Background: an optimization exercise with open tools, aiming at small area, a short achievable clock period and few clock cycles. Do not read the settings as production practice.
Only simulation tests tie the RTL to the original design; equivalence was not proved.
Power and IR drop assume default switching activity.

===== flow/config.mk =====
export PLATFORM = sky130hd
export DESIGN_NAME = core_top
export DESIGN_NICKNAME = core_top
export VERILOG_FILES = /design/flow/design.v
export SDC_FILE = /design/flow/constraint.sdc
export NUM_CORES = 4
export LEC_CHECK = 0
export CAP_MARGIN = 20
export CORE_MARGIN = 2
export CORE_UTILIZATION = 50
export PLACE_DENSITY = 0.65
export SLEW_MARGIN = 20

===== flow/constraint.sdc =====
create_clock -name core_clock -period 15.0 [get_ports {clk_i}]
set_input_delay 3.0000 -clock core_clock [delete_from_list [all_inputs] [get_ports {clk_i}]]
set_output_delay 3.0000 -clock core_clock [all_outputs]
set_load 0.01 [all_outputs]

===== flow/design.v =====
module core_top(
    input  wire        rst_i,
    input  wire        clk_i,
    output wire        rom_ce_o,
    output wire [31:0] rom_addr_o,
    input  wire [31:0] rom_data_i,
    output wire        ram_ce_o,
    output wire [31:0] ram_addr_o,
    output wire [31:0] ram_wdata_o,
    input  wire [31:0] ram_rdata_i,
    output wire        ram_we_o
);
    wire        ex_stall;      
    wire        mem_stall;     
    wire        id_hazard;     
    wire        id_stall = id_hazard | ex_stall;
    wire        ex_redirect;   
    wire [31:0] ex_target;
    wire        id_redirect;   
    wire [31:0] id_target;
    reg  [31:0] pc;
    reg         ce_q;
    assign rom_addr_o = pc;
    assign rom_ce_o   = ce_q;
    reg         btb_v;
    reg  [29:0] btb_pc, btb_tgt;
    wire        btb_hit = btb_v & (pc[31:2] == btb_pc);
    always @(posedge clk_i) begin
        if (rst_i)
            ce_q <= 1'b1;
        if (rst_i)
            pc <= 32'h80;
        else if (ex_redirect)
            pc <= ex_target;
        else if (id_stall)
            pc <= pc;
        else if (id_redirect)
            pc <= id_target;
        else if (btb_hit)
            pc <= {btb_tgt, 2'b00};
        else
            pc <= pc + 32'd4;
    end
    reg         d_valid;
    reg  [31:0] d_pc;
    reg  [31:0] d_ins;
    reg         d_btb;      
    always @(posedge clk_i) begin
        if (rst_i | ex_redirect)
            d_valid <= 1'b0;
        else if (!id_stall)
            d_valid <= ~id_redirect;
        if (!id_stall) begin
            d_pc  <= pc;
            d_ins <= rom_data_i;
            d_btb <= btb_hit;
        end
    end
    wire [6:0] opc = d_ins[6:0];
    wire [2:0] f3  = d_ins[14:12];
    wire [4:0] rs1 = d_ins[19:15];
    wire [4:0] rs2 = d_ins[24:20];
    wire [4:0] rd  = d_ins[11:7];
    wire i_op    = (opc == 7'b0110011);
    wire i_opimm = (opc == 7'b0010011);
    wire i_lui   = (opc == 7'b0110111);
    wire i_auipc = (opc == 7'b0010111);
    wire i_jal   = (opc == 7'b1101111);
    wire i_jalr  = (opc == 7'b1100111);
    wire i_br    = (opc == 7'b1100011);
    wire i_ld    = (opc == 7'b0000011);
    wire i_st    = (opc == 7'b0100011);
    wire i_csr   = (opc == 7'b1110011) & (f3[1:0] != 2'b00);
    wire i_m     = i_op & (d_ins[31:25] == 7'b0000001);
    wire i_alu   = (i_op & ~i_m) | i_opimm;
    wire use1 = i_op | i_opimm | i_jalr | i_br | i_ld | i_st | (i_csr & ~f3[2]);
    wire use2 = i_op | i_br | i_st;
    wire wr_rd = (i_op | i_opimm | i_lui | i_auipc | i_jal | i_jalr | i_ld | i_csr) & (rd != 5'd0);
    wire [31:0] imm_i = {{20{d_ins[31]}}, d_ins[31:20]};
    wire [31:0] imm_s = {{20{d_ins[31]}}, d_ins[31:25], d_ins[11:7]};
    wire [31:0] imm_b = {{19{d_ins[31]}}, d_ins[31], d_ins[7], d_ins[30:25], d_ins[11:8], 1'b0};
    wire [31:0] imm_u = {d_ins[31:12], 12'b0};
    wire [31:0] imm_j = {{11{d_ins[31]}}, d_ins[31], d_ins[19:12], d_ins[20], d_ins[30:21], 1'b0};
    wire [31:0] pc_imm = d_pc + (i_jal ? imm_j : i_br ? imm_b : imm_u);
    wire [31:0] pc_4   = d_pc + 32'd4;
    wire        pred   = i_jal | (i_br & d_ins[31]);
    always @(posedge clk_i) begin
        if (rst_i)
            btb_v <= 1'b0;
        else if (d_valid & pred & ~d_btb & i_br) begin
            btb_v   <= 1'b1;
            btb_pc  <= d_pc[31:2];
            btb_tgt <= pc_imm[31:2];
        end
    end
    reg  [31:0] rf [1:31];
    wire        w_wen;
    wire [4:0]  w_rd_w;
    wire [31:0] w_res;
    always @(posedge clk_i) begin
        if (w_wen)
            rf[w_rd_w] <= w_res;
    end
    wire        e_fwd_ok;      
    wire [4:0]  e_rd_w;
    wire [31:0] ex_result;
    wire        m_fwd_ok;
    wire [4:0]  m_rd_w;
    wire [31:0] m_res_w;
    wire [31:0] rf1 = rf[rs1];
    wire [31:0] rf2 = rf[rs2];
    wire hitE1 = e_fwd_ok & (e_rd_w == rs1);
    wire hitE2 = e_fwd_ok & (e_rd_w == rs2);
    wire hitM1 = m_fwd_ok & (m_rd_w == rs1);
    wire hitM2 = m_fwd_ok & (m_rd_w == rs2);
    wire hitW1 = w_wen & (w_rd_w == rs1);
    wire hitW2 = w_wen & (w_rd_w == rs2);
    wire [31:0] o1 = hitM1 ? m_res_w : hitW1 ? w_res : (rs1 == 5'd0) ? 32'd0 : rf1;
    wire [31:0] o2 = hitM2 ? m_res_w : hitW2 ? w_res : (rs2 == 5'd0) ? 32'd0 : rf2;
    reg         e_valid, e_ld, e_mul;
    reg  [4:0]  e_rd;
    reg         e_wr;
    reg         m_valid, m_ld, m_wrd;
    reg  [4:0]  m_rd;
    wire e_ld_hit = e_valid & (e_ld | e_mul) & e_wr;
    assign id_hazard = d_valid & (
        (use1 & e_ld_hit & (e_rd == rs1)) |
        (use2 & e_ld_hit & (e_rd == rs2)));
    wire [11:0] csra = d_ins[31:20];
    wire [8:0] csel = {
        csra == 12'hF12,    
        csra == 12'h301,    
        csra == 12'h304,    
        csra == 12'h300,    
        csra == 12'h343,    
        csra == 12'h342,    
        csra == 12'h341,    
        csra == 12'h305,    
        csra == 12'h340};   
    wire        op1_imm = i_csr & f3[2];
    wire [31:0] o1x = op1_imm ? {27'd0, rs1} : o1;
    wire        sel1E = hitE1 & ~op1_imm;
    wire        op2_reg = i_op | i_br;
    wire [31:0] o2x = op2_reg ? o2 : (i_st ? imm_s : imm_i);
    wire        sel2E = hitE2 & op2_reg;
    wire [31:0] ax  = i_st ? o2 : (i_lui ? imm_u : ((i_auipc | (i_br & ~pred)) ? pc_imm : pc_4));
    wire        selAE = hitE2 & i_st;
    reg  [31:0] e_op1, e_op2, e_aux;
    reg  [2:0]  e_f3;
    reg         e_alt;      
    reg         e_sub;      
    reg         e_jalr, e_st, e_csr, e_div;
    reg         c_eq, c_ne, c_lt, c_ge, c_ltu, c_geu, c_jr;
    reg  [8:0]  e_csel;
    reg         r_add, r_sh, r_slt, r_sltu, r_xor, r_or, r_and, r_aux, r_csr, r_md;
    wire [31:0] jr_sum  = e_aux + imm_i;
    wire        jr_fast = i_jalr & e_valid & e_wr & r_aux & (e_rd == rs1);
    assign id_redirect = d_valid & ((pred & ~d_btb) | jr_fast);
    assign id_target   = jr_fast ? {jr_sum[31:1], 1'b0} : pc_imm;
    wire id_go = d_valid & ~id_hazard;
    wire bp_pos  = i_br & ~pred;    
    wire bp_neg = i_br & pred;     
    always @(posedge clk_i) begin
        if (rst_i | ex_redirect) begin
            e_valid <= 1'b0;
            c_eq <= 1'b0; c_ne <= 1'b0; c_lt <= 1'b0; c_ge <= 1'b0;
            c_ltu <= 1'b0; c_geu <= 1'b0; c_jr <= 1'b0;
        end else if (!ex_stall) begin
            e_valid <= id_go;
            c_eq  <= id_go & ((bp_pos & (f3 == 3'b000)) | (bp_neg & (f3 == 3'b001)));
            c_ne  <= id_go & ((bp_pos & (f3 == 3'b001)) | (bp_neg & (f3 == 3'b000)));
            c_lt  <= id_go & ((bp_pos & (f3 == 3'b100)) | (bp_neg & (f3 == 3'b101)));
            c_ge  <= id_go & ((bp_pos & (f3 == 3'b101)) | (bp_neg & (f3 == 3'b100)));
            c_ltu <= id_go & ((bp_pos & (f3 == 3'b110)) | (bp_neg & (f3 == 3'b111)));
            c_geu <= id_go & ((bp_pos & (f3 == 3'b111)) | (bp_neg & (f3 == 3'b110)));
            c_jr  <= id_go & i_jalr & ~jr_fast;
        end
        if (!ex_stall) begin
            e_rd    <= rd;
            e_wr    <= wr_rd;
            e_ld    <= i_ld;
            e_op1   <= sel1E ? ex_result : o1x;
            e_op2   <= sel2E ? ex_result : o2x;
            e_aux   <= selAE ? ex_result : ax;
            e_f3    <= f3;
            e_alt   <= d_ins[30];
            e_sub   <= (i_op & ~i_m & d_ins[30]) | (i_alu & (f3[2:1] == 2'b01)) | i_br;
            e_jalr  <= i_jalr;
            e_st    <= i_st;
            e_csr   <= i_csr;
            e_mul   <= i_m & ~f3[2];
            e_div   <= i_m & f3[2];
            e_csel  <= csel;
            r_add   <= i_alu & (f3 == 3'b000);
            r_sh    <= i_alu & (f3[1:0] == 2'b01);
            r_slt   <= i_alu & (f3 == 3'b010);
            r_sltu  <= i_alu & (f3 == 3'b011);
            r_xor   <= i_alu & (f3 == 3'b100);
            r_or    <= i_alu & (f3 == 3'b110);
            r_and   <= i_alu & (f3 == 3'b111);
            r_aux   <= i_lui | i_auipc | i_jal | i_jalr;
            r_csr   <= i_csr;
            r_md    <= i_m;
        end
    end
    wire [31:0] a = e_op1;
    wire [31:0] b = e_op2;
    wire [31:0] b_x = b ^ {32{e_sub}};
    wire [32:0] sum = {1'b0, a} + {1'b0, b_x} + {32'd0, e_sub};
    wire        lt_u = ~sum[32];
    wire        lt_s = (a[31] ^ b[31]) ? a[31] : sum[31];
    function [31:0] rev32;
        input [31:0] x;
        integer k;
        begin
            for (k = 0; k < 32; k = k + 1) rev32[k] = x[31-k];
        end
    endfunction
    wire        shl   = ~e_f3[2];
    wire [31:0] sh_in = shl ? rev32(a) : a;
    wire [32:0] sh_x  = {e_f3[2] & e_alt & a[31], sh_in};
    wire [32:0] sh_r  = $signed(sh_x) >>> b[4:0];
    wire [31:0] sh_o  = shl ? rev32(sh_r[31:0]) : sh_r[31:0];
    reg  [31:0] cl0, ce0;
    reg  [15:0] cl1, ce1;
    reg  [7:0]  cl2, ce2;
    reg  [3:0]  cl3, ce3;
    reg  [1:0]  cl4, ce4;
    integer ci;
    always @(*) begin
        cl0 = ~a & b;
        ce0 = ~(a ^ b);
        for (ci = 0; ci < 16; ci = ci + 1) begin
            cl1[ci] = cl0[2*ci+1] | (ce0[2*ci+1] & cl0[2*ci]);
            ce1[ci] = ce0[2*ci+1] & ce0[2*ci];
        end
        for (ci = 0; ci < 8; ci = ci + 1) begin
            cl2[ci] = cl1[2*ci+1] | (ce1[2*ci+1] & cl1[2*ci]);
            ce2[ci] = ce1[2*ci+1] & ce1[2*ci];
        end
        for (ci = 0; ci < 4; ci = ci + 1) begin
            cl3[ci] = cl2[2*ci+1] | (ce2[2*ci+1] & cl2[2*ci]);
            ce3[ci] = ce2[2*ci+1] & ce2[2*ci];
        end
        for (ci = 0; ci < 2; ci = ci + 1) begin
            cl4[ci] = cl3[2*ci+1] | (ce3[2*ci+1] & cl3[2*ci]);
            ce4[ci] = ce3[2*ci+1] & ce3[2*ci];
        end
    end
    wire        c_lu = cl4[1] | (ce4[1] & cl4[0]);
    wire        c_eqv = ce4[1] & ce4[0];
    wire        c_ls = (a[31] ^ b[31]) ? a[31] : c_lu;
    assign ex_redirect = ~mem_stall & (
        (c_eq & c_eqv) | (c_ne & ~c_eqv) | (c_lt & c_ls) | (c_ge & ~c_ls) |
        (c_ltu & c_lu) | (c_geu & ~c_lu) | c_jr);
    assign ex_target   = e_jalr ? {sum[31:1], 1'b0} : e_aux;
    reg [31:0] mscratch, mtvec, mepc, mcause, mtval;
    reg        mst_mie, mst_mpie, mie_s, mie_t, mie_e;
    wire [31:0] csr_old =
        ({32{e_csel[0]}} & mscratch) |
        ({32{e_csel[1]}} & mtvec) |
        ({32{e_csel[2]}} & mepc) |
        ({32{e_csel[3]}} & mcause) |
        ({32{e_csel[4]}} & mtval) |
        ({32{e_csel[5]}} & {19'd0, 2'b11, 3'd0, mst_mpie, 3'd0, mst_mie, 3'd0}) |
        ({32{e_csel[6]}} & {20'd0, mie_e, 3'd0, mie_t, 3'd0, mie_s, 3'd0}) |
        ({32{e_csel[7]}} & 32'h4000_1100) |
        ({32{e_csel[8]}} & 32'd22);
    wire [31:0] csr_new = (e_f3[1:0] == 2'b01) ? a :
                          (e_f3[1:0] == 2'b10) ? (csr_old | a) : (csr_old & ~a);
    wire csr_we = e_valid & e_csr & ~mem_stall;
    always @(posedge clk_i) begin
        if (rst_i) begin
            mscratch <= 32'd0; mtvec <= 32'd0; mepc <= 32'd0; mcause <= 32'd0; mtval <= 32'd0;
            mst_mie <= 1'b0; mst_mpie <= 1'b1; mie_s <= 1'b0; mie_t <= 1'b0; mie_e <= 1'b0;
        end else if (csr_we) begin
            if (e_csel[0]) mscratch <= csr_new;
            if (e_csel[1]) mtvec <= csr_new;
            if (e_csel[2]) mepc <= csr_new;
            if (e_csel[3]) mcause <= csr_new;
            if (e_csel[4]) mtval <= csr_new;
            if (e_csel[5]) begin mst_mie <= csr_new[3]; mst_mpie <= csr_new[7]; end
            if (e_csel[6]) begin mie_s <= csr_new[3]; mie_t <= csr_new[7]; mie_e <= csr_new[11]; end
        end
    end
    function [4:0] clz32;
        input [31:0] x;
        reg [31:0] y;
        begin
            y = x;
            clz32[4] = (y[31:16] == 16'd0); y = clz32[4] ? {y[15:0], 16'd0} : y;
            clz32[3] = (y[31:24] == 8'd0);  y = clz32[3] ? {y[23:0], 8'd0}  : y;
            clz32[2] = (y[31:28] == 4'd0);  y = clz32[2] ? {y[27:0], 4'd0}  : y;
            clz32[1] = (y[31:30] == 2'd0);  y = clz32[1] ? {y[29:0], 2'd0}  : y;
            clz32[0] = ~y[31];
        end
    endfunction
    reg  [2:0]  st;         
    reg  [31:0] drem;       
    reg  [32:0] ddvs;       
    reg  [31:0] dq;         
    reg  [5:0]  dd;         
    reg  [4:0]  dcnt;
    reg         dqneg, drneg;
    reg  [32:0] mS, mC;     
    reg         mcin;
    wire        a_zero = (a == 32'd0);
    wire        b_zero = (b == 32'd0);
    wire        is_md  = e_mul | e_div;
    wire        asgn   = e_div ? ~e_f3[0] : (e_f3[1] ^ e_f3[0]);
    wire        bsgn   = e_div ? ~e_f3[0] : (e_f3[1:0] == 2'b01);
    wire        aneg   = asgn & a[31];
    wire        bneg   = bsgn & b[31];
    wire [31:0] a_abs  = aneg ? (32'd0 - a) : a;
    wire [31:0] b_abs  = bneg ? (32'd0 - b) : b;
    wire [4:0]  clz_a  = clz32(a ^ {32{aneg}});
    wire [4:0]  clz_b  = clz32(b ^ {32{bneg}});
    wire [5:0]  d_diff = {1'b0, clz_b} - {1'b0, clz_a} + {5'd0, aneg};
    wire [31:0] ma  = drem;
    wire [7:0]  mch = ddvs[7:0];
    wire [40:0] pp0 = {9'd0, ma & {32{mch[0]}}};
    wire [40:0] pp1 = {8'd0, ma & {32{mch[1]}}, mcin};
    wire [40:0] pp2 = {7'd0, ma & {32{mch[2]}}, 2'd0};
    wire [40:0] pp3 = {6'd0, ma & {32{mch[3]}}, 3'd0};
    wire [40:0] pp4 = {5'd0, ma & {32{mch[4]}}, 4'd0};
    wire [40:0] pp5 = {4'd0, ma & {32{mch[5]}}, 5'd0};
    wire [40:0] pp6 = {3'd0, ma & {32{mch[6]}}, 6'd0};
    wire [40:0] pp7 = {2'd0, ma & {32{mch[7]}}, 7'd0};
    wire [40:0] ppS = {8'd0, mS};
    wire [40:0] ppC = {8'd0, mC};
    wire [40:0] cs0_0s = pp0 ^ pp1 ^ pp2;
    wire [40:0] cs0_0c = {((pp0 & pp1) | (pp0 & pp2) | (pp1 & pp2))} << 1;
    wire [40:0] cs0_1s = pp3 ^ pp4 ^ pp5;
    wire [40:0] cs0_1c = {((pp3 & pp4) | (pp3 & pp5) | (pp4 & pp5))} << 1;
    wire [40:0] cs0_2s = pp6 ^ pp7 ^ ppS;
    wire [40:0] cs0_2c = {((pp6 & pp7) | (pp6 & ppS) | (pp7 & ppS))} << 1;
    wire [40:0] cs1_0s = cs0_0s ^ cs0_0c ^ cs0_1s;
    wire [40:0] cs1_0c = {((cs0_0s & cs0_0c) | (cs0_0s & cs0_1s) | (cs0_0c & cs0_1s))} << 1;
    wire [40:0] cs1_1s = cs0_1c ^ cs0_2s ^ cs0_2c;
    wire [40:0] cs1_1c = {((cs0_1c & cs0_2s) | (cs0_1c & cs0_2c) | (cs0_2s & cs0_2c))} << 1;
    wire [40:0] cs2_0s = cs1_0s ^ cs1_0c ^ cs1_1s;
    wire [40:0] cs2_0c = {((cs1_0s & cs1_0c) | (cs1_0s & cs1_1s) | (cs1_0c & cs1_1s))} << 1;
    wire [40:0] cs3_0s = cs2_0s ^ cs2_0c ^ cs1_1c;
    wire [40:0] cs3_0c = {((cs2_0s & cs2_0c) | (cs2_0s & cs1_1c) | (cs2_0c & cs1_1c))} << 1;
    wire [40:0] cs4_0s = cs3_0s ^ cs3_0c ^ ppC;
    wire [40:0] cs4_0c = {((cs3_0s & cs3_0c) | (cs3_0s & ppC) | (cs3_0c & ppC))} << 1;
    wire [40:0] msum_s = cs4_0s;
    wire [40:0] msum_c = cs4_0c;
    wire [8:0]  mlow = {1'b0, msum_s[7:0]} + {1'b0, msum_c[7:0]};
    wire        mz    = (dq == 32'd0);
    wire [31:0] hx1   = mS[31:0] ^ {32{dqneg}};
    wire [31:0] hx2   = mC[31:0] ^ {32{dqneg}};
    wire [1:0]  hk    = dqneg ? ({1'b0, ~mcin} + {1'b0, mz}) : {1'b0, mcin};
    wire [31:0] hx3   = {30'd0, hk};
    wire [31:0] hs    = hx1 ^ hx2 ^ hx3;
    wire [31:0] hc    = {((hx1 & hx2) | (hx1 & hx3) | (hx2 & hx3)), 1'b0};
    wire [31:0] mhi   = mS[31:0] + mC[31:0] + {31'd0, mcin};
    wire [33:0] d_sub = {2'b0, drem} - {1'b0, ddvs};
    wire        d_ge  = ~d_sub[33];
    wire [31:0] d_q   = dqneg ? (32'd0 - dq) : dq;
    wire [31:0] d_r   = drneg ? (32'd0 - drem) : drem;
    wire        md_special = (st == 3'd0) & (a_zero | b_zero);
    wire        d_small    = (st == 3'd1) & dd[5];
    wire        m_lowres = (e_f3[1:0] == 2'b00) | ~dqneg;
    wire        md_done = md_special | (e_div & d_small) | (st == 3'd5) |
                          ((st == 3'd4) & (e_div | m_lowres));
    reg  [31:0] md_res;
    always @(*) begin
        if (st == 3'd0)
            md_res = (e_div & b_zero) ? (e_f3[1] ? a : 32'hFFFF_FFFF) : 32'd0;
        else if (e_mul)
            md_res = (e_f3[1:0] == 2'b00) ? dq : mhi;
        else if (st == 3'd1)
            md_res = e_f3[1] ? a : 32'd0;
        else
            md_res = e_f3[1] ? d_r : d_q;
    end
    always @(posedge clk_i) begin
        if (rst_i | ~ex_stall) begin
            st <= 3'd0;
        end else if (e_valid & is_md & ~md_done) begin
            case (st)
                3'd0: begin
                    drem  <= a_abs;
                    ddvs  <= {1'b0, b_abs};
                    dq    <= 32'd0;
                    dd    <= d_diff;
                    dqneg <= aneg ^ bneg;
                    drneg <= aneg;
                    mS    <= 33'd0;
                    mC    <= 33'd0;
                    mcin  <= 1'b0;
                    dcnt  <= 5'd3;
                    st    <= 3'd1;
                end
                3'd1: begin
                    if (e_mul) begin
                        mS   <= msum_s[40:8];
                        mC   <= msum_c[40:8];
                        mcin <= mlow[8];
                        dq   <= {mlow[7:0], dq[31:8]};
                        ddvs <= {8'd0, ddvs[32:8]};
                        dcnt <= dcnt - 5'd1;
                        if (dcnt[1:0] == 2'd0) st <= 3'd4;
                    end else begin
                        ddvs <= ddvs << dd[4:0];
                        dcnt <= dd[4:0];
                        st   <= 3'd3;
                    end
                end
                3'd4: begin       
                    mS[31:0] <= hs;
                    mC[31:0] <= hc;
                    mcin     <= 1'b0;
                    st       <= 3'd5;
                end
                default: begin    
                    if (d_ge) drem <= d_sub[31:0];
                    dq   <= {dq[30:0], d_ge};
                    ddvs <= {1'b0, ddvs[32:1]};
                    dcnt <= dcnt - 5'd1;
                    if (dcnt == 5'd0) st <= 3'd4;
                end
            endcase
        end
    end
    wire ex_busy = e_valid & is_md & ~md_done;
    assign ex_stall = ex_busy | mem_stall;
    assign ex_result =
        ({32{r_add}}  & sum[31:0]) |
        ({32{r_sh}}   & sh_o) |
        ({32{r_slt}}  & {31'd0, lt_s}) |
        ({32{r_sltu}} & {31'd0, lt_u}) |
        ({32{r_xor}}  & (a ^ b)) |
        ({32{r_or}}   & (a | b)) |
        ({32{r_and}}  & (a & b)) |
        ({32{r_aux}}  & e_aux) |
        ({32{r_csr}}  & csr_old) |
        ({32{r_md & ~e_mul}} & md_res);
    assign e_fwd_ok = e_valid & e_wr & ~e_ld & ~e_mul;
    assign e_rd_w   = e_rd;
    reg  [31:0] m_res;      
    reg  [31:0] p_addr, p_wdata;
    reg  [3:0]  m_mask;
    reg  [2:0]  m_f3;
    reg         m_st, m_ph, p_ce, p_we;
    wire        e_mem = e_ld | e_st;
    wire [1:0]  e_alo = sum[1:0];
    wire        e_go  = e_valid & ~ex_busy;
    wire        m_sub1 = m_valid & m_st & (m_f3[1:0] != 2'b10) & ~m_ph;
    wire [31:0] m_bmask = {{8{m_mask[3]}}, {8{m_mask[2]}}, {8{m_mask[1]}}, {8{m_mask[0]}}};
    wire [31:0] m_merged = (ram_rdata_i & ~m_bmask) | (p_wdata & m_bmask);
    assign mem_stall = m_sub1 & e_go & e_mem;
    always @(posedge clk_i) begin
        if (rst_i) begin
            m_valid <= 1'b0;
            m_ph <= 1'b0;
            p_ce <= 1'b0;
            p_we <= 1'b0;
        end else if (mem_stall) begin
            m_ph <= 1'b1;
            p_we <= 1'b1;
        end else begin
            m_valid <= e_go;
            m_ph    <= 1'b0;
            if (m_sub1) begin
                p_ce <= 1'b1;
                p_we <= 1'b1;
            end else begin
                p_ce <= e_go & e_mem;
                p_we <= e_go & e_st & (e_f3[1:0] == 2'b10);
            end
        end
        if (m_sub1) begin
            p_wdata <= m_merged;
        end else begin
            p_addr  <= sum[31:0];
            p_wdata <= (e_f3[1:0] == 2'b00) ? {4{e_aux[7:0]}} :
                       (e_f3[1:0] == 2'b01) ? {2{e_aux[15:0]}} : e_aux;
        end
        if (!mem_stall) begin
            m_rd    <= e_rd;
            m_wrd   <= e_wr;
            m_ld    <= e_ld;
            m_st    <= e_st;
            m_f3    <= e_f3;
            m_res   <= e_mul ? md_res : ex_result;
            m_mask  <= (e_f3[1:0] == 2'b00) ? (4'b0001 << e_alo) :
                       (e_f3[1:0] == 2'b01) ? (e_alo[1] ? 4'b1100 : 4'b0011) : 4'b1111;
        end
    end
    wire [31:0] m_sh  = ram_rdata_i >> {p_addr[1:0], 3'b000};
    wire [31:0] m_ldv = (m_f3[1:0] == 2'b00) ? {{24{~m_f3[2] & m_sh[7]}}, m_sh[7:0]} :
                        (m_f3[1:0] == 2'b01) ? {{16{~m_f3[2] & m_sh[15]}}, m_sh[15:0]} : ram_rdata_i;
    assign m_fwd_ok = m_valid & m_wrd;
    assign m_rd_w   = m_rd;
    assign m_res_w  = m_ld ? m_ldv : m_res;
    assign ram_ce_o    = p_ce;
    assign ram_we_o    = p_we;
    assign ram_addr_o  = p_addr;
    assign ram_wdata_o = p_wdata;
    reg         w_valid, w_wrd;
    reg  [4:0]  w_rd;
    reg  [31:0] w_data;
    always @(posedge clk_i) begin
        if (rst_i)
            w_valid <= 1'b0;
        else
            w_valid <= m_valid & ~mem_stall;
        w_rd   <= m_rd;
        w_wrd  <= m_wrd;
        w_data <= m_res_w;
    end
    assign w_res  = w_data;
    assign w_wen  = w_valid & w_wrd;
    assign w_rd_w = w_rd;
endmodule

===== flow/flow/run.sh =====
#!/bin/bash
# The standard ORFS layout (standard.sh), unchanged except that the
# timing repair steps (floorplan, CTS, global route) aim 10.6 ns below the
# clock period instead of at it, so that they keep shortening the critical
# paths. All of make's output goes to flow_orfs.log; each ORFS step also
# keeps its own log under orfs/logs/.
set -euo pipefail
bash standard.sh SETUP_SLACK_MARGIN=10.6 finish > flow_orfs.log 2>&1

===== flow/standard.sh =====
#!/bin/bash
# synth_recipe.tcl (not shown) runs the flow's synth.tcl, then flattens the netlist and writes it again
# the make line also repeats each setting of config.mk as NAME=value (left out here)
make -C /OpenROAD-flow-scripts/flow DESIGN_CONFIG=/design/flow/config.mk WORK_HOME=/design/flow/orfs CLKGATE_MAP_FILE= SYNTH_SCRIPT=/design/flow/synth_recipe.tcl "${@:-finish}"

==> flow_summary.toml, run 1 <==
[logic_synthesis]
yosysMostFrequentCell = "edfxtp_1"
synth_edf_count = 1535
syn-num-nets = 10600
syn_inst = 9995
synth_cell_type_count = 101
ys_seq_elements = 1798
ys_top_cells_by_area = "edfxtp_1 (40%), mux4_2 (12%), dfxtp_1 (4.6%)"
yosysWarnings = 1
syn_avg_cell_area_sq_um = 11.4
yosysTopAreaCell = "edfxtp_1"
synth-async-reset-ratio_pct = 0
seq_area_frac_synth_pct = 45.0
netlist_area_sq_mm = 0.114
yosys.area.top_type_share_pct = 40.4
yosys-top-cells-count = "edfxtp_1 (1535), nand2_1 (817), nor2_1 (743), inv_1 (604), clkbuf_1 (599)"
ys.flop_type = "edfxtp_1"

[timing]
fmax_mhz = 206
hold_viol_final = 0
min_period_over_period_pct = 32.3
fin_skew_ns = 0.0800
fin_tns_setup_ns = 0
slew_violations = 0
finalCriticalPeriod_ns = 4.85
holdWs_ns = 0.437
finalSetupViolations = 0
slew-limit-headroom_pct = 19.6
grt_setup_unrepaired = "yes"
tightest_slew_ns = 1.19
fin_ws_ns = 10.15

[routing]
drcViolationCount = 0
dr.pass1.iters = 7
ant_nets = 0
avgViaCountPerCell = 6.98
routed_wl_um = 501000
dr.first_iter.drc_count = 14500
wl_per_cell_um = 37.4
via_count = 93600

[run]
maxCapViolCount = 0

[clocking]
cts_sinks = 1798
cts_tree = "built"
root_buffer = "clkbuf_16"
h-tree-depth = 4
clkLatencyLatePin_ns = 0.89
hold_buffers = 0
cts_made_buffers = 193
clk_pin_slew_ns = 0.07
cts_buffer_depth = 3

[place]
gp_congestion = 1.06
place_area_sq_mm = 0.119
hpwl_um = 341000
io_buffers = 163
dp_slack_ns = 8.21

[die]
num_io_pins = 165
start_util_pct = 50.2
die_h_um = 482
core.rowCount = 175
core_region_area_sq_mm = 0.227
dieArea_sq_mm = 0.232
die_x_um = 482

[critical_path]
worstPathArrival_ns = 5.43
cp-startpoint = "e_op2[16]"
crit_required_ns = 15.59
rr_startpoint = "e_op2[16]"
cp-start-kind = "flip-flop"
worstSetupEndpointType = "flip-flop"
crit_type = "reg -> reg"
crit_fanout = 7

[power]
vdd_drop_max_mv = 0.109
p_total_uw = 13400
cellLeakagePower_uw = 0.0477
p_per_area_mw_per_mm2 = 102

[global_route]
antenna_found_initial = 19
grt_pass1_wl_um = 690000
globalRouteTotalUtil_pct = 42.3
grt_remaining_overflow = 0
grt_start_max_net_pins = 109
grt_pass1_vias = 89500

[final_layout]
layout-area-overhead-vs-synth_pct = 15.6
design_area_sq_mm = 0.132
layout-drive-gt1-share_pct = 22.1
layout.nets = 10900

[outcome]
status = "no timing/DRC/antenna violations"

[hold_path]
min_path_type = "reg -> reg"
hold_start = "m_wrd"
## layout by cell type (no fill, tap or decap), types with 256 or more instances in the layout
cell type / netlist / layout
inv_1: 604 / 570
buf_4: 2 / 504
a21oi_1: 537 / 465
mux4_2: 588 / 588
a211oi_1: 421 / 397
nand2_1: 817 / 805
nor2_1: 743 / 689
ha_1: 324 / 294
mux2i_1: 266 / 256
o21ai_0: 470 / 392
edfxtp_1: 1535 / 1535
## layer usage
layer  vias to the layer above  global-route usage (%)  share of wire, %
li1                      38300                       -                 -
met1                     47300                    54.4                37
met2                      6505                    64.1                44
met3                      1445                    10.7                11
met4                         6                    26.2               7.7
met5                         -                       0            0.0082
## metrics by stage
step           utilization [%]  std cells
2_1_floorplan                -       9995
3_3_place_gp              52.5      12700
3_5_place_dp              52.5      12700
4_1_cts                   57.0      13300
5_1_grt                   58.1      13400
6_report                  58.1      13400
## state kept, by name, indices dropped and copies added, names as in the netlist, 6 cells and up, named ones only
signal and count:
btb_pc 30, btb_tgt 30, d_ins 32, d_pc 32, dd 6, ddvs 33
dq 32, drem 32, e_aux 32, e_csel 9, e_op1 32, e_op2 32
mC 33, mS 32, m_res 32, mcause 32, mepc 32, mscratch 32
mtval 32, mtvec 32, p_addr 32, pc 32, rf 992, w_data 32
## cell type report
cell class / instances / area [sq um]
repair buffers: 787 / 7200
diodes: 12 / 30.0
fillers: 18600 / 95200
flip-flops and latches: 1798 / 51500
inverters: 618 / 2480
clock inverters: 127 / 1390
multi-input cells: 6812 / 60300
well taps: 3009 / 3760
clock buffers: 232 / 5110
repair inverters: 6 / 60.1
## kinds of logic after synthesis
family,Yosys count,synth area share (%)
simple gates,2455,10.0
compound gates,2470,14.7
other cells,1,0.00329
flops,1798,45.0
xor+xnor,404,3.10
buf+inv,1387,4.70
mux,903,14.4
fa+ha+maj,577,7.98
## worst max-delay path: stages (launching register included)
cell,delay [ns]
edfxtp_1,0.72
nor2_1,0.22
nand2_1,0.34
a2111oi_2,0.13
or3_4,0.41
or4_4,0.52
inv_4,0.07
a32o_1,0.16
and3b_2,0.25
a221oi_2,0.26
a21bo_2,0.29
ha_4,0.28
inv_4,0.04
ha_4,0.16
fa_2,0.35
a21o_1,0.19
a21oi_2,0.14
xnor2_1,0.08
## power by group
part	switching, uW	internal (uW)	total (uW)
clock network	2190	2750	4930
registers	252	5570	5820
logic	1690	969	2660
total	4130	9280	13400
## repair_timing
item	in CTS	in global routing
gates resized for setup	935	307
cloned	12	9
setup buffers	222	108
pin swaps	81	134
setup endpoints to repair	952	521
## path summary, 6_finish.rpt
kind / end / slack, ns / depth (start not counted)
setup / recovery: dd[4] / 10.15 / 17
hold / removal: w_wrd / 0.44 / 0
setup reg to reg: dd[4] / 10.15 / 17
hold reg to reg: w_wrd / 0.44 / 0
Testbench counts, summed over its fixed seeds: cycles 102,724.
==> run 2, diff against run 1 <==
--- a/flow/design.v
+++ b/flow/design.v
@@ -88,5 +88,5 @@
         if (rst_i)
             btb_v <= 1'b0;
-        else if (d_valid & pred & ~d_btb & i_br) begin
+        else if (d_valid & pred & ~d_btb & i_br & ~(brz & ~brz_tk)) begin
             btb_v   <= 1'b1;
             btb_pc  <= d_pc[31:2];
@@ -154,11 +154,17 @@
     reg  [8:0]  e_csel;
     reg         r_add, r_sh, r_slt, r_sltu, r_xor, r_or, r_and, r_aux, r_csr, r_md;
+    reg         e_asgn, e_bsgn;    
     wire [31:0] jr_sum  = e_aux + imm_i;
     wire        jr_fast = i_jalr & e_valid & e_wr & r_aux & (e_rd == rs1);
-    assign id_redirect = d_valid & ((pred & ~d_btb) | jr_fast);
-    assign id_target   = jr_fast ? {jr_sum[31:1], 1'b0} : pc_imm;
+    wire        e_addz  = e_valid & e_wr & r_add & ~e_sub;
+    wire        brz     = i_br & (f3[2:1] == 2'b00) & e_addz &
+                          (((rs2 == 5'd0) & (e_rd == rs1)) | ((rs1 == 5'd0) & (e_rd == rs2)));
+    wire        zsum    = &(~(e_op1 ^ e_op2 ^ {e_op1[30:0] | e_op2[30:0], 1'b0}));
+    wire        brz_tk  = f3[0] ^ zsum;
+    assign id_redirect = d_valid & (brz ? (brz_tk ^ d_btb) : ((pred & ~d_btb) | jr_fast));
+    assign id_target   = jr_fast ? {jr_sum[31:1], 1'b0} : (brz & ~brz_tk) ? pc_4 : pc_imm;
     wire id_go = d_valid & ~id_hazard;
-    wire bp_pos  = i_br & ~pred;    
-    wire bp_neg = i_br & pred;     
+    wire bp_pos  = i_br & ~brz & ~pred;    
+    wire bp_neg = i_br & ~brz & pred;     
     always @(posedge clk_i) begin
         if (rst_i | ex_redirect) begin
@@ -202,4 +208,6 @@
             r_csr   <= i_csr;
             r_md    <= i_m;
+            e_asgn  <= f3[2] ? ~f3[0] : (f3[1] ^ f3[0]);
+            e_bsgn  <= f3[2] ? ~f3[0] : (f3[1:0] == 2'b01);
         end
     end
@@ -308,8 +316,6 @@
     wire        b_zero = (b == 32'd0);
     wire        is_md  = e_mul | e_div;
-    wire        asgn   = e_div ? ~e_f3[0] : (e_f3[1] ^ e_f3[0]);
-    wire        bsgn   = e_div ? ~e_f3[0] : (e_f3[1:0] == 2'b01);
-    wire        aneg   = asgn & a[31];
-    wire        bneg   = bsgn & b[31];
+    wire        aneg   = e_asgn & a[31];
+    wire        bneg   = e_bsgn & b[31];
     wire [31:0] a_abs  = aneg ? (32'd0 - a) : a;
     wire [31:0] b_abs  = bneg ? (32'd0 - b) : b;
--- a/flow/config.mk
+++ b/flow/config.mk
@@ -8,5 +8,5 @@
 export CAP_MARGIN = 20
 export CORE_MARGIN = 2
-export CORE_UTILIZATION = 50
-export PLACE_DENSITY = 0.65
+export CORE_UTILIZATION = 60
+export PLACE_DENSITY = 0.75
 export SLEW_MARGIN = 20
==> flow_summary.toml, run 2 <==
[outcome]
status = "did not finish"
failed_stage = "global routing (5_1_grt)"
error_line = "[ERROR GRT-0116] Global routing finished with congestion. Check the congestion regions in the DRC Viewer."

[logic_synthesis]
yosys-top-cells-count = "edfxtp_1 (1537), nor2_1 (840), nand2_1 (800), a21oi_1 (632), clkbuf_1 (610)"
synth_edf_count = 1537
ys_seq_elements = 1800
synth-async-reset-ratio_pct = 0
syn-num-nets = 10800
yosys.area.top_type_share_pct = 40.2
seq_area_frac_synth_pct = 44.8
yosysWarnings = 1
netlist_area_sq_mm = 0.115
syn_inst = 10100
synth_cell_type_count = 104
ys_top_cells_by_area = "edfxtp_1 (40%), mux4_2 (12%), dfxtp_1 (4.6%)"
yosysTopAreaCell = "edfxtp_1"
ys.flop_type = "edfxtp_1"
yosysMostFrequentCell = "edfxtp_1"
syn_avg_cell_area_sq_um = 11.3

[global_route]
grt_pass1_vias = 110000
grt_start_max_net_pins = 105
grt_remaining_overflow = 99
grt_pass1_wl_um = 888000
globalRouteTotalUtil_pct = 65.9

[clocking]
cts_sinks = 1800
hold_buffers = 0
cts_buffer_depth = 3
h-tree-depth = 4
cts_made_buffers = 185
root_buffer = "clkbuf_16"

[place]
hpwl_um = 360000
gp_congestion = 1.10
dp_slack_ns = 8.55
io_buffers = 163

[die]
num_io_pins = 165
die_x_um = 441
core.rowCount = 160
start_util_pct = 60.4
die_h_um = 441
[run 2: cell count changes after synthesis, moves of 28 or more]
cell / before / now
o21ai_0: 470 / 438
inv_1: 604 / 560
nor2_1: 743 / 840
a21oi_1: 537 / 632
and3_1: 45 / 95
a211oi_1: 421 / 392
xnor2_1: 241 / 269
[run 2: timing repair]
action | 4_1_cts
cloned | 17
pin swaps | 106
buffers inserted | 232
setup endpoints to repair | 940
gates resized for setup | 945
[run 2: metal layers]
layer / GRT overflow / GRT usage [%]
met1: 0 / 71.3
met2: 42 / 84.0
met3: 9 / 45.2
met4: 45 / 57.3
met5: 3 / 23.6
[run 2: worst max-delay path by stage]
stage	cells past startpoint	to	startpoint	slack (ns)
4_1_cts	16	dq[31]	drem[2]	10.47
3_5_place_dp	6	drem[5]	rst_i	8.55
2_1_floorplan	4	btb_pc[0]	rst_i	9.79
3_3_place_gp	6	drem[3]	rst_i	8.68
[run 2: stage by stage]
step	instance area [sq um]	instances	hold WS (ns)	power (uW)
2_1_floorplan	115000	10100	0.400	6640
3_3_place_gp	119000	12300	0.419	7460
3_5_place_dp	119000	12300	0.437	7480
4_1_cts	130000	12900	0.415	12400
[run 2: cell families after synthesis]
group                    synth area share [%]
multiplexers                             14.2
flip-flops                               44.8
XOR/XNOR                                 3.37
AND/OR/NAND/NOR                          10.3
other                                 0.00327
buffers and inverters                    4.55
adder cells (fa/ha/maj)                  7.94
AO/OA/AOI/OAI                            14.8
[run 2: power groups by stage]
| stage | clock (uW) | combinational [uW] | sequential [uW] |
|---|---|---|---|
| 2_1_floorplan | 0 | 987 | 5650 |
| 3_3_place_gp | 0 | 1770 | 5690 |
| 3_5_place_dp | 0 | 1790 | 5700 |
| 4_1_cts | 4890 | 1950 | 5580 |
Testbench counts of run 2, summed over its fixed seeds: cycles 99,816.
==> run 3, diff against run 2 <==
--- a/flow/design.v
+++ b/flow/design.v
@@ -308,5 +308,5 @@
     reg  [32:0] ddvs;       
     reg  [31:0] dq;         
-    reg  [5:0]  dd;         
+    reg  [4:0]  dza, dzb;   
     reg  [4:0]  dcnt;
     reg         dqneg, drneg;
@@ -322,5 +322,5 @@
     wire [4:0]  clz_a  = clz32(a ^ {32{aneg}});
     wire [4:0]  clz_b  = clz32(b ^ {32{bneg}});
-    wire [5:0]  d_diff = {1'b0, clz_b} - {1'b0, clz_a} + {5'd0, aneg};
+    wire [5:0]  dd     = {1'b0, dzb} - {1'b0, dza} + {5'd0, drneg};
     wire [31:0] ma  = drem;
     wire [7:0]  mch = ddvs[7:0];
@@ -391,5 +391,6 @@
                     ddvs  <= {1'b0, b_abs};
                     dq    <= 32'd0;
-                    dd    <= d_diff;
+                    dza   <= clz_a;
+                    dzb   <= clz_b;
                     dqneg <= aneg ^ bneg;
                     drneg <= aneg;
--- a/flow/config.mk
+++ b/flow/config.mk
@@ -8,5 +8,5 @@
 export CAP_MARGIN = 20
 export CORE_MARGIN = 2
-export CORE_UTILIZATION = 60
-export PLACE_DENSITY = 0.75
+export CORE_UTILIZATION = 50
+export PLACE_DENSITY = 0.65
 export SLEW_MARGIN = 20
==> flow_summary.toml, run 3 <==
[clocking]
clkLatencyLatePin_ns = 0.87
cts_buffer_depth = 3
h-tree-depth = 4
cts_sinks = 1804
clk_pin_slew_ns = 0.06
hold_buffers = 0
cts_tree = "built"
cts_made_buffers = 192
root_buffer = "clkbuf_16"

[critical_path]
r2r-end = "e_op2[6]"
crit_required_ns = 12.00
cp-startpoint = "p_addr[4]"
cp_cell_sequence = "buf_6"
crit_fanout = 1
rr_worst_depth = 13
cp-start-kind = "flip-flop"
rrSetupSlack_ns = 10.42
cp_num_buf_inv = 1
worstSetupEndpointType = "primary output"
cp_top_family = "flip-flops"
crit_type = "reg -> out"
worstPathArrival_ns = 1.59
critPathSlowestCell = "edfxtp_1"
rr_startpoint = "e_op2[0]"
crit_path_max_incr_delay_ns = 0.59

[logic_synthesis]
ys.flop_type = "edfxtp_1"
muxShareOfSynthArea_pct = 14.4
ys_top_cells_by_area = "edfxtp_1 (40%), mux4_2 (12%), dfxtp_1 (4.6%)"
ys_seq_elements = 1804
yosys-top-cells-count = "edfxtp_1 (1541), nand2_1 (863), nor2_1 (745), mux4_2 (592), clkbuf_1 (578)"
synthAdderAreaFrac_pct = 7.99
netlist_area_sq_mm = 0.114
yosysTopAreaCell = "edfxtp_1"
synth_xor_area_share_pct = 3.43
synth-simple-area-share_pct = 10.1
synth-async-reset-ratio_pct = 0
syn_avg_cell_area_sq_um = 11.4
syn_inst = 10000
synth_compound_area_share_pct = 14.5
yosysWarnings = 1
yosys.area.top_type_share_pct = 40.5
syn-num-nets = 10700
synth_top_family_by_area = "compound AO/OA/AOI/OAI gates"
synth_edf_count = 1541
yosysMostFrequentCell = "edfxtp_1"
seq_area_frac_synth_pct = 45.1
synth_cell_type_count = 96

[routing]
via_count = 94300
wl_per_cell_um = 37.2
drcViolationCount = 0
dr.first_iter.drc_count = 14500
avgViaCountPerCell = 7.03
dr.pass1.iters = 9
ant_nets = 0
routed_wl_um = 499000

[place]
gp_congestion = 1.09
dp_cells = 12700
io_buffers = 163
dp_slack_ns = 8.98
hpwl_um = 342000

[power]
vdd_drop_max_mv = 0.105
p_per_area_mw_per_mm2 = 95.2
cellLeakagePower_uw = 0.0483

[global_route]
antenna_found_initial = 27
grt_pass1_wl_um = 688000
globalRouteTotalUtil_pct = 42.0
grt_start_max_net_pins = 105
grt_remaining_overflow = 0
grt_pass1_vias = 89300

[die]
core_region_area_sq_mm = 0.227
start_util_pct = 50.3
core.rowCount = 175
num_io_pins = 165
dieArea_sq_mm = 0.232
die_h_um = 482
die_x_um = 482

[timing]
slew_violations = 0
tightest_slew_ns = 1.33
fin_ws_ns = 10.41
hold_viol_final = 0
finalSetupViolations = 0
slew-limit-headroom_pct = 10.4
min_period_over_period_pct = 30.6
fin_tns_setup_ns = 0
grt_setup_unrepaired = "yes"
finalCriticalPeriod_ns = 4.59
fmax_mhz = 218
fin_skew_ns = 0.0975

[final_layout]
layout-area-overhead-vs-synth_pct = 15.2
layout-drive-gt1-share_pct = 20.5
top_register = "rf"
layoutNonFillerInstCount = 13400
fillers = 18600
final_common_cell = "edfxtp_1"
biggestRegsByFlops = "rf (992), ddvs (33), mC (33)"
largest_register_ff_count = 992
layout.nets = 10900
final_cell_mix = "edfxtp_1 (1541), nand2_1 (854), nor2_1 (691), mux4_2 (592), inv_1 (523)"

[hold_path]
min_to = "w_wrd"
hold_start = "m_wrd"
hold_depth = 0
min_path_type = "reg -> reg"

[run]
maxCapViolCount = 0

[outcome]
status = "no timing/DRC/antenna violations"
==> run 3: changes by cell type after synthesis, sizes merged, moves of 30 or more <==
cell / delta
nor3: -33
xor2: +30
a21oi: -66
clkbuf: -32
nand2: +62
a211oi: -35
nor2: -95
==> run 3: how the worst max path moves through the flow <==
stage | slack, ns | cells past startpoint | end
3_3_place_gp | 8.98 | 11 | e_aux[23]
5_1_grt | 10.38 | 16 | dq[30]
2_1_floorplan | 9.79 | 4 | btb_pc[0]
4_1_cts | 10.39 | 2 | ram_addr_o[1]
6_report | 10.41 | 1 | ram_addr_o[4]
3_5_place_dp | 8.98 | 12 | e_op2[25]
==> run 3: cells by family after synthesis <==
kind of cell / Yosys count
multiplexers: 901
XOR/XNOR: 447
flip-flops: 1804
other: 1
buffers and inverters: 1336
AO/OA/AOI/OAI: 2474
adder cells (fa/ha/maj): 580
AND/OR/NAND/NOR: 2492
==> run 3: timing repair <==
item                                    4_1_cts  5_1_grt
pin swaps                                    66       85
gates resized for setup                     837      249
gates cloned                                 13        5
endpoints found under the setup margin      889      508
setup buffers                               180      100
==> run 3: where the power goes <==
part | switching, uW | leakage (uW) | internal [uW]
clock | 2160 | 0.00318 | 2840
combinational | 1270 | 0.0282 | 679
sequential | 100 | 0.0169 | 5480
total | 3530 | 0.0483 | 9000
==> run 3: per-stage QoR <==
| step | instance area (sq um) | power [uW] | hold slack [ns] | util, % |
|---|---|---|---|---|
| floorplan | 115000 | 6590 | 0.348 | - |
| global placement | 120000 | 7390 | 0.385 | 52.7 |
| detailed placement | 120000 | 7390 | 0.372 | 52.7 |
| CTS | 130000 | 12400 | 0.404 | 57.0 |
| global route | 132000 | 12800 | 0.418 | 57.9 |
| finish | 132000 | 12500 | 0.412 | 57.9 |
==> run 3: metal layers <==
metal	track usage, %	wire [um]	vias up
li1	-	-	38400
met1	54.0	180000	47400
met2	63.1	219000	6914
met3	10.4	57700	1585
met4	28.2	42200	24
met5	0	180	-
==> run 3: layout make-up <==
| cell class | count | area (sq um) | share of cell area, % |
|---|---|---|---|
| Antenna cell | 17 | 42.5 | 0.0323 |
| Clock buffer | 235 | 5110 | 3.88 |
| Clock inverter | 116 | 1470 | 1.12 |
| Inverter | 575 | 2350 | 1.78 |
| Multi-Input combinational cell | 6900 | 60300 | 45.8 |
| Sequential cell | 1804 | 51700 | 39.3 |
| Tap cell | 3009 | 3760 | 2.86 |
| Timing Repair Buffer | 750 | 6950 | 5.28 |
Testbench counts of run 3, summed over its fixed seeds: cycles 99,816.
==> run 4, diff against run 3 <==
==> flow/flow/run.sh (replaced) <==
#!/bin/bash
# The standard ORFS layout (standard.sh), unchanged except that the
# timing repair steps (floorplan, CTS, global route) aim 10.5 ns below the
# clock period instead of at it, so that they keep shortening the critical
# paths. All of make's output goes to flow_orfs.log; each ORFS step also
# keeps its own log under orfs/logs/.
set -euo pipefail
bash standard.sh SETUP_SLACK_MARGIN=10.5 finish > flow_orfs.log 2>&1
==> flow_summary.toml, run 4 <==
[die]
die_h_um = 482
core_region_area_sq_mm = 0.227
dieArea_sq_mm = 0.232
start_util_pct = 50.3
die_x_um = 482
num_io_pins = 165
core.rowCount = 175

[hold_path]
min_path_type = "reg -> reg"
hold_start = "m_wrd"
hold_depth = 0

[logic_synthesis]
syn_avg_cell_area_sq_um = 11.4
synth_cell_type_count = 96
yosysMostFrequentCell = "edfxtp_1"
synth-async-reset-ratio_pct = 0
netlist_area_sq_mm = 0.114
syn-num-nets = 10700
yosysTopAreaCell = "edfxtp_1"
ys_seq_elements = 1804
synth_edf_count = 1541
yosysWarnings = 1
ys_top_cells_by_area = "edfxtp_1 (40%), mux4_2 (12%), dfxtp_1 (4.6%)"
yosys-top-cells-count = "edfxtp_1 (1541), nand2_1 (863), nor2_1 (745), mux4_2 (592), clkbuf_1 (578)"
syn_inst = 10000
yosys.area.top_type_share_pct = 40.5
ys.flop_type = "edfxtp_1"
seq_area_frac_synth_pct = 45.1

[power]
switching_share_pct = 28.6
clkPwrFrac_pct = 39.6
p_int_uw = 8910
combPwrFrac_pct = 15.6
power.switching_uw = 3560
cellLeakagePower_uw = 0.0480
vdd_drop_max_mv = 0.116
power_frac_seq_pct = 44.8
p_per_area_mw_per_mm2 = 95.2

[timing]
min_period_over_period_pct = 31.4
grt_setup_unrepaired = "yes"
slew-limit-headroom_pct = 17.2
finalSetupViolations = 0
fin_tns_setup_ns = 0
tightest_slew_ns = 1.23
finalCriticalPeriod_ns = 4.71
fin_ws_ns = 10.29
hold_viol_final = 0
slew_violations = 0
fmax_mhz = 212
fin_skew_ns = 0.103

[critical_path]
cp_top_family = "compound AO/OA/AOI/OAI gates"
rr_worst_depth = 10
rr_startpoint = "e_op1[2]"
crit_required_ns = 15.64
cp_cell_sequence = "clkdlybuf4s50_1 -> mux2i_1 -> a21oi_1 -> o221ai_4 -> o21ai_2 -> o21ai_1 -> mux2_2 -> o21ai_2"
cp.depth = 8
worstPathArrival_ns = 5.35
crit_top_cell = "o21ai_2"
crit_type = "in -> reg"
worstSetupEndpointType = "flip-flop"
crit_path_max_incr_delay_ns = 0.69
cp-start-kind = "input pin"
critPathSlowestCell = "clkdlybuf4s50_1"
crit_fanout = 4
cp-startpoint = "ram_rdata_i[22]"
cp_num_buf_inv = 1

[global_route]
grt_start_max_net_pins = 106
grt_remaining_overflow = 0
globalRouteTotalUtil_pct = 42.3
grt_pass1_wl_um = 693000
grt_pass1_vias = 89800
antenna_found_initial = 29

[clocking]
cts_made_buffers = 193
cts_tree = "built"
cts_buffer_depth = 3
clkLatencyLatePin_ns = 0.92
h-tree-depth = 4
root_buffer = "clkbuf_16"
cts_sinks = 1804
clk_pin_slew_ns = 0.06

[routing]
dr.first_iter.drc_count = 13900
ant_nets = 0
avgViaCountPerCell = 6.97
drcViolationCount = 0
routed_wl_um = 502000
dr.pass1.iters = 10
wl_per_cell_um = 37.5
via_count = 93300

[place]
io_buffers = 163
hpwl_um = 345000
gp_congestion = 1.09
dp_slack_ns = 8.63

[run]
maxCapViolCount = 0

[final_layout]
final_common_cell = "edfxtp_1"
layout-area-overhead-vs-synth_pct = 14.6
layout.nets = 10800
largest_register_ff_count = 992
biggestRegsByFlops = "rf (992), ddvs (33), mC (33)"
top_register = "rf"
final_cell_mix = "edfxtp_1 (1541), nand2_1 (857), nor2_1 (693), mux4_2 (592), inv_1 (524)"
postLayoutCoreUtil_pct = 57.7
layout-drive-gt1-share_pct = 19.9

[outcome]
status = "no timing/DRC/antenna violations"
## run 4: cell count changes in the layout (fill, tap and decap cells not counted), moves of 9 or more
cell	before	now
buf_4	456	423
buf_6	72	42
o21ai_1	59	39
o21ai_0	395	414
clkdlybuf4s15_2	0	18
a21oi_2	25	40
clkinv_1	30	44
a21oi_4	27	18
## run 4: repair_timing
| action | 4_1_cts | 5_1_grt |
|---|---|---|
| setup endpoints to repair | 923 | 429 |
| pin swaps | 41 | 61 |
| hold buffers | 0 | 0 |
| setup buffers | 187 | 49 |
| gates cloned | 11 | 6 |
| gates resized for setup | 764 | 227 |
## run 4: final cells by class
cell class,instances,area [sq um]
clock inverters,125,1400
clock buffers,241,5150
flip-flops and latches,1804,51700
fillers,18800,96200
multi-input cells,6898,60100
repair buffers,706,6570
diodes,20,50.0
well taps,3009,3760
inverters,575,2310
## run 4: final timing paths
path	endpoint	slack (ns)
max reg2reg	e_op1[2]	10.38
min	w_wrd	0.41
max	e_op2[6]	10.29
min reg2reg	w_wrd	0.41
## run 4: metal layers
layer,track usage [%],share of wire [%],vias up
met1,54.0,36,46800
met4,30.2,9.0,18
met5,0,0.052,-
met3,10.5,11,1562
li1,-,-,38200
met2,63.2,44,6663
## run 4: stage by stage
step / total power, uW / std cells / cell area (sq um) / hold WS [ns]
floorplan: 6590 / 10000 / 115000 / 0.348
global placement: 7410 / 12700 / 120000 / 0.385
detailed placement: 7410 / 12700 / 120000 / 0.366
CTS: 12400 / 13300 / 129000 / 0.393
global route: 12700 / 13400 / 131000 / 0.414
finish: 12500 / 13400 / 131000 / 0.406
## run 4: power by group through the flow
| stage | logic, uW | registers (uW) | clock network [uW] |
|---|---|---|---|
| 2_1_floorplan | 930 | 5660 | 0 |
| 3_3_place_gp | 1710 | 5710 | 0 |
| 3_5_place_dp | 1700 | 5710 | 0 |
| 4_1_cts | 1820 | 5580 | 4970 |
| 5_1_grt | 1980 | 5580 | 5160 |
| 6_report | 1950 | 5580 | 4940 |
## run 4: kinds of logic (layout without fill, tap and decap cells)
group,Yosys count,in the layout,synth area share (%)
simple gates,2492,2494,10.1
compound gates,2474,2475,14.5
flops,1804,1804,45.1
buf+inv,1336,1647,4.51
mux,901,901,14.4
fa+ha+maj,580,580,7.99
xor+xnor,447,447,3.43
other cells,1,21,0.00328
## run 4: worst register-to-register path, stage by stage (launching register included)
cell and delay (ns):
edfxtp_1 0.59, buf_4 0.28, buf_4 0.20, mux4_2 0.53, mux2_2 0.34, mux4_2 0.58
mux2_2 0.35, nand2_1 0.08, o21ai_0 0.11, a21oi_1 0.75, o221ai_1 0.43
==> run 5, diff against run 4 <==
--- a/flow/design.v
+++ b/flow/design.v
@@ -23,7 +23,11 @@
     assign rom_addr_o = pc;
     assign rom_ce_o   = ce_q;
-    reg         btb_v;
-    reg  [29:0] btb_pc, btb_tgt;
-    wire        btb_hit = btb_v & (pc[31:2] == btb_pc);
+    wire [31:0] fi      = rom_data_i;
+    wire        f_pred  = (fi[6:0] == 7'b1100011) & fi[31] & fi[7] & (&fi[30:28]);
+    wire [7:0]  f_imm   = {fi[27:25], fi[11:8], 1'b0};
+    wire [8:0]  f_low   = {1'b0, pc[7:0]} + {1'b0, f_imm};
+    wire [23:0] pc_hi_m = pc[31:8] - 24'd1;
+    wire [23:0] f_hi    = f_low[8] ? pc[31:8] : pc_hi_m;
+    wire [31:0] f_target = {f_hi, f_low[7:0]};
     always @(posedge clk_i) begin
         if (rst_i)
@@ -37,6 +41,6 @@
         else if (id_redirect)
             pc <= id_target;
-        else if (btb_hit)
-            pc <= {btb_tgt, 2'b00};
+        else if (f_pred)
+            pc <= f_target;
         else
             pc <= pc + 32'd4;
@@ -54,5 +58,5 @@
             d_pc  <= pc;
             d_ins <= rom_data_i;
-            d_btb <= btb_hit;
+            d_btb <= f_pred;
         end
     end
@@ -85,13 +89,4 @@
     wire [31:0] pc_4   = d_pc + 32'd4;
     wire        pred   = i_jal | (i_br & d_ins[31]);
-    always @(posedge clk_i) begin
-        if (rst_i)
-            btb_v <= 1'b0;
-        else if (d_valid & pred & ~d_btb & i_br & ~(brz & ~brz_tk)) begin
-            btb_v   <= 1'b1;
-            btb_pc  <= d_pc[31:2];
-            btb_tgt <= pc_imm[31:2];
-        end
-    end
     reg  [31:0] rf [1:31];
     wire        w_wen;
==> flow/flow/run.sh (replaced) <==
#!/bin/bash
# The standard ORFS layout (standard.sh), unchanged except that the
# timing repair steps (floorplan, CTS, global route) aim 10.6 ns below the
# clock period instead of at it, so that they keep shortening the critical
# paths. All of make's output goes to flow_orfs.log; each ORFS step also
# keeps its own log under orfs/logs/.
set -euo pipefail
bash standard.sh SETUP_SLACK_MARGIN=10.6 finish > flow_orfs.log 2>&1
==> flow_summary.toml, run 5 <==
[clocking]
h-tree-depth = 4
cts_made_buffers = 191
clkLatencyLatePin_ns = 0.94
clk_pin_slew_ns = 0.06
cts_buffer_depth = 3
cts_sinks = 1743
hold_buffers = 0
root_buffer = "clkbuf_16"
cts_tree = "built"

[final_layout]
final_common_cell = "edfxtp_1"
layout-area-overhead-vs-synth_pct = 14.3
postLayoutCoreUtil_pct = 57.5
layout-drive-gt1-share_pct = 20.5
layoutNonFillerInstCount = 13300
layout.nets = 10800
design_area_sq_mm = 0.129
largest_register_ff_count = 992
top_register = "rf"
final_cell_mix = "edfxtp_1 (1481), nand2_1 (771), nor2_1 (746), mux4_2 (591), inv_1 (558)"
biggestRegsByFlops = "rf (992), ddvs (33), mC (33)"
fillers = 18500

[critical_path]
cp_num_buf_inv = 2
rr_startpoint = "ddvs[0]"
cp.depth = 12
cp_cell_sequence = "buf_2 -> and4b_2 -> nand4_1 -> buf_6 -> or4_4 -> or3_4 -> o41ai_2 -> o21ai_1 -> xnor2_1 -> o21ai_1 -> o22ai_1 -> a32o_1"
crit_required_ns = 15.77
worstSetupEndpointType = "flip-flop"
crit_path_max_incr_delay_ns = 0.48
cp-start-kind = "input pin"
cp_top_family = "simple AND/OR/NAND/NOR gates"
critPathSlowestCell = "or4_4"
crit_top_cell = "o21ai_1"
worstPathArrival_ns = 5.48
crit_fanout = 3
cp-startpoint = "rom_data_i[2]"
rr_worst_depth = 16
crit_type = "in -> reg"

[logic_synthesis]
syn_avg_cell_area_sq_um = 11.3
ys_seq_elements = 1743
ys.flop_type = "edfxtp_1"
netlist_area_sq_mm = 0.113
synth_xor_area_share_pct = 2.99
synth_cell_type_count = 100
syn-num-nets = 10700
synth_top_family_by_area = "compound AO/OA/AOI/OAI gates"
muxShareOfSynthArea_pct = 14.6
synth_edf_count = 1481
yosysMostFrequentCell = "edfxtp_1"
ys_top_cells_by_area = "edfxtp_1 (39%), mux4_2 (12%), dfxtp_1 (4.6%)"
syn_inst = 10000
synthAdderAreaFrac_pct = 8.17
yosysWarnings = 1
synth-async-reset-ratio_pct = 0
yosysTopAreaCell = "edfxtp_1"
yosys-top-cells-count = "edfxtp_1 (1481), nor2_1 (805), nand2_1 (779), clkbuf_1 (612), mux4_2 (591)"
yosys.area.top_type_share_pct = 39.3
seq_area_frac_synth_pct = 44.0
synth-simple-area-share_pct = 10.3
synth_compound_area_share_pct = 15.3

[hold_path]
hold_start = "m_rd[0]"
hold_depth = 0
min_path_type = "reg -> reg"

[global_route]
gr-usage-met2_pct = 60.7
grt_start_max_net_pins = 170
antenna_found_initial = 38
grt_pass1_wl_um = 671000
globalRouteTotalUtil_pct = 40.8
grt_use_met1_pct = 53.9
grt_remaining_overflow = 0
met3_usage_pct = 11.5
grt_pass1_vias = 89400
grt-busiest-layer = "met2"

[routing]
ant_nets = 0
drcViolationCount = 0
routed_wl_um = 481000
dr.pass1.iters = 11
dr.first_iter.drc_count = 15800
wl_per_cell_um = 36.1
avgViaCountPerCell = 7.05
via_count = 94000

[outcome]
status = "no timing/DRC/antenna violations"

[die]
dieArea_sq_mm = 0.230
core_region_area_sq_mm = 0.225
die_x_um = 480
die_h_um = 480
num_io_pins = 165
start_util_pct = 50.3
core.rowCount = 174

[place]
gp_congestion = 1.05
place_area_sq_mm = 0.118
hpwl_um = 321000
io_buffers = 163
dp_cells = 12700

[power]
cellLeakagePower_uw = 0.0470
p_per_area_mw_per_mm2 = 94.7
vdd_drop_max_mv = 0.132

[timing]
fmax_mhz = 212
slew_violations = 0
fin_tns_setup_ns = 0
fin_skew_ns = 0.0958
finalSetupViolations = 0
finalCriticalPeriod_ns = 4.71
tightest_slew_ns = 1.29
grt_setup_unrepaired = "yes"
holdWs_ns = 0.433
hold_viol_final = 0
min_period_over_period_pct = 31.4
slew-limit-headroom_pct = 13.6

[run]
maxCapViolCount = 0
-- run 5: cell types whose count changed after synthesis, sizes merged, moves of 27 or more --
| cell | delta |
|---|---|
| a221oi | +31 |
| edfxtp | -60 |
| clkbuf | +33 |
| nor3 | +40 |
| and2 | -27 |
| nand2 | -84 |
| xor2 | -50 |
| nor2 | +61 |
| a21oi | -27 |
| o22ai | -28 |
| and3 | -31 |
-- run 5: worst paths after layout --
| check | slack, ns | endpoint |
|---|---|---|
| worst min-delay path | 0.43 | w_rd[0] |
| worst min register to register | 0.43 | w_rd[0] |
| worst max-delay path | 10.29 | pc[31] |
| worst max register to register | 10.44 | dq[31] |
-- run 5: per-layer routing --
layer | vias to the layer above | share of wire (%)
met3 | 1532 | 13
met4 | 30 | 6.9
met1 | 47200 | 37
met5 | - | 0.080
li1 | 38300 | -
met2 | 6893 | 44
-- run 5: repair_timing --
action / 4_1_cts / 5_1_grt
setup endpoints to repair: 684 / 381
endpoints found under the hold margin: 0 / 0
buffers inserted: 154 / 93
pin swaps: 86 / 96
gates cloned: 7 / 4
gates resized for setup: 846 / 225
-- run 5: logic make-up (layout without fill, tap and decap cells) --
kind of cell,count (synthesis),after routing
flops,1743,1743
buf+inv,1379,1658
simple gates,2504,2504
compound gates,2537,2537
mux,906,906
other cells,1,16
xor+xnor,384,384
fa+ha+maj,588,588
-- run 5: stage by stage --
step	total power [uW]	setup WS (ns)
floorplan	6430	9.86
global placement	7200	8.64
detailed placement	7210	8.64
CTS	12100	10.36
global route	12500	10.22
finish	12200	10.29
-- run 5: final cells by class --
type / count / area, sq um / area share, %
Sequential cell: 1743 / 49900 / 38.6
Timing Repair inverter: 3 / 21.3 / 0.0165
Clock buffer: 231 / 4990 / 3.86
Tap cell: 2992 / 3740 / 2.90
Antenna cell: 15 / 37.5 / 0.0290
Multi-Input combinational cell: 6920 / 60400 / 46.7
Clock inverter: 127 / 1570 / 1.21
Timing Repair Buffer: 697 / 6160 / 4.77
Inverter: 600 / 2410 / 1.86
-- run 5: power breakdown --
group | switching [uW] | internal, uW | total, uW
Combinational | 1220 | 662 | 1890
Clock | 2170 | 2800 | 4970
Sequential | 95.5 | 5290 | 5390
Total | 3490 | 8750 | 12200
Testbench counts of run 5, summed over its fixed seeds: cycles 98,240.

what the ideal ports hide:
No port has a modelled driver above. Below, the same layouts with a new extraction and two added sets of constraints. Step 1, drivers: a clkbuf_16 drives clk_i and a buf_2 each remaining input, both assumed. Step 2, shift: input delay + t, output delay - t, t = (earliest + latest rising clock arrival at the registers) / 2. This alone moves slack from input paths to output paths. Three values: ideal, step 1, step 2; two values: the first two.
| run | t, ns | setup WS [ns] | worst hold slack (ns) | slew at the worst register clock pin (ns) |
|---|---|---|---|---|
| run 1 | 0.964 | 10.152 / 10.152 / 9.577 | 0.437 / 0.437 / 0.437 | 0.08 / 0.08 |
| run 3 | 0.920 | 10.414 / 10.322 / 9.695 | 0.412 / 0.412 / 0.412 | 0.07 / 0.07 |
| run 4 | 0.962 | 10.292 / 10.270 / 9.383 | 0.406 / 0.406 / 0.406 | 0.07 / 0.07 |
| run 5 | 0.999 | 10.290 / 10.309 / 9.358 | 0.433 / 0.433 / 0.433 | 0.08 / 0.08 |
After both steps setup and hold are still met in every run listed. The setup slack of run 5, which loses most, moves by +0.019 ns with the drivers and by -0.932 ns with both steps.
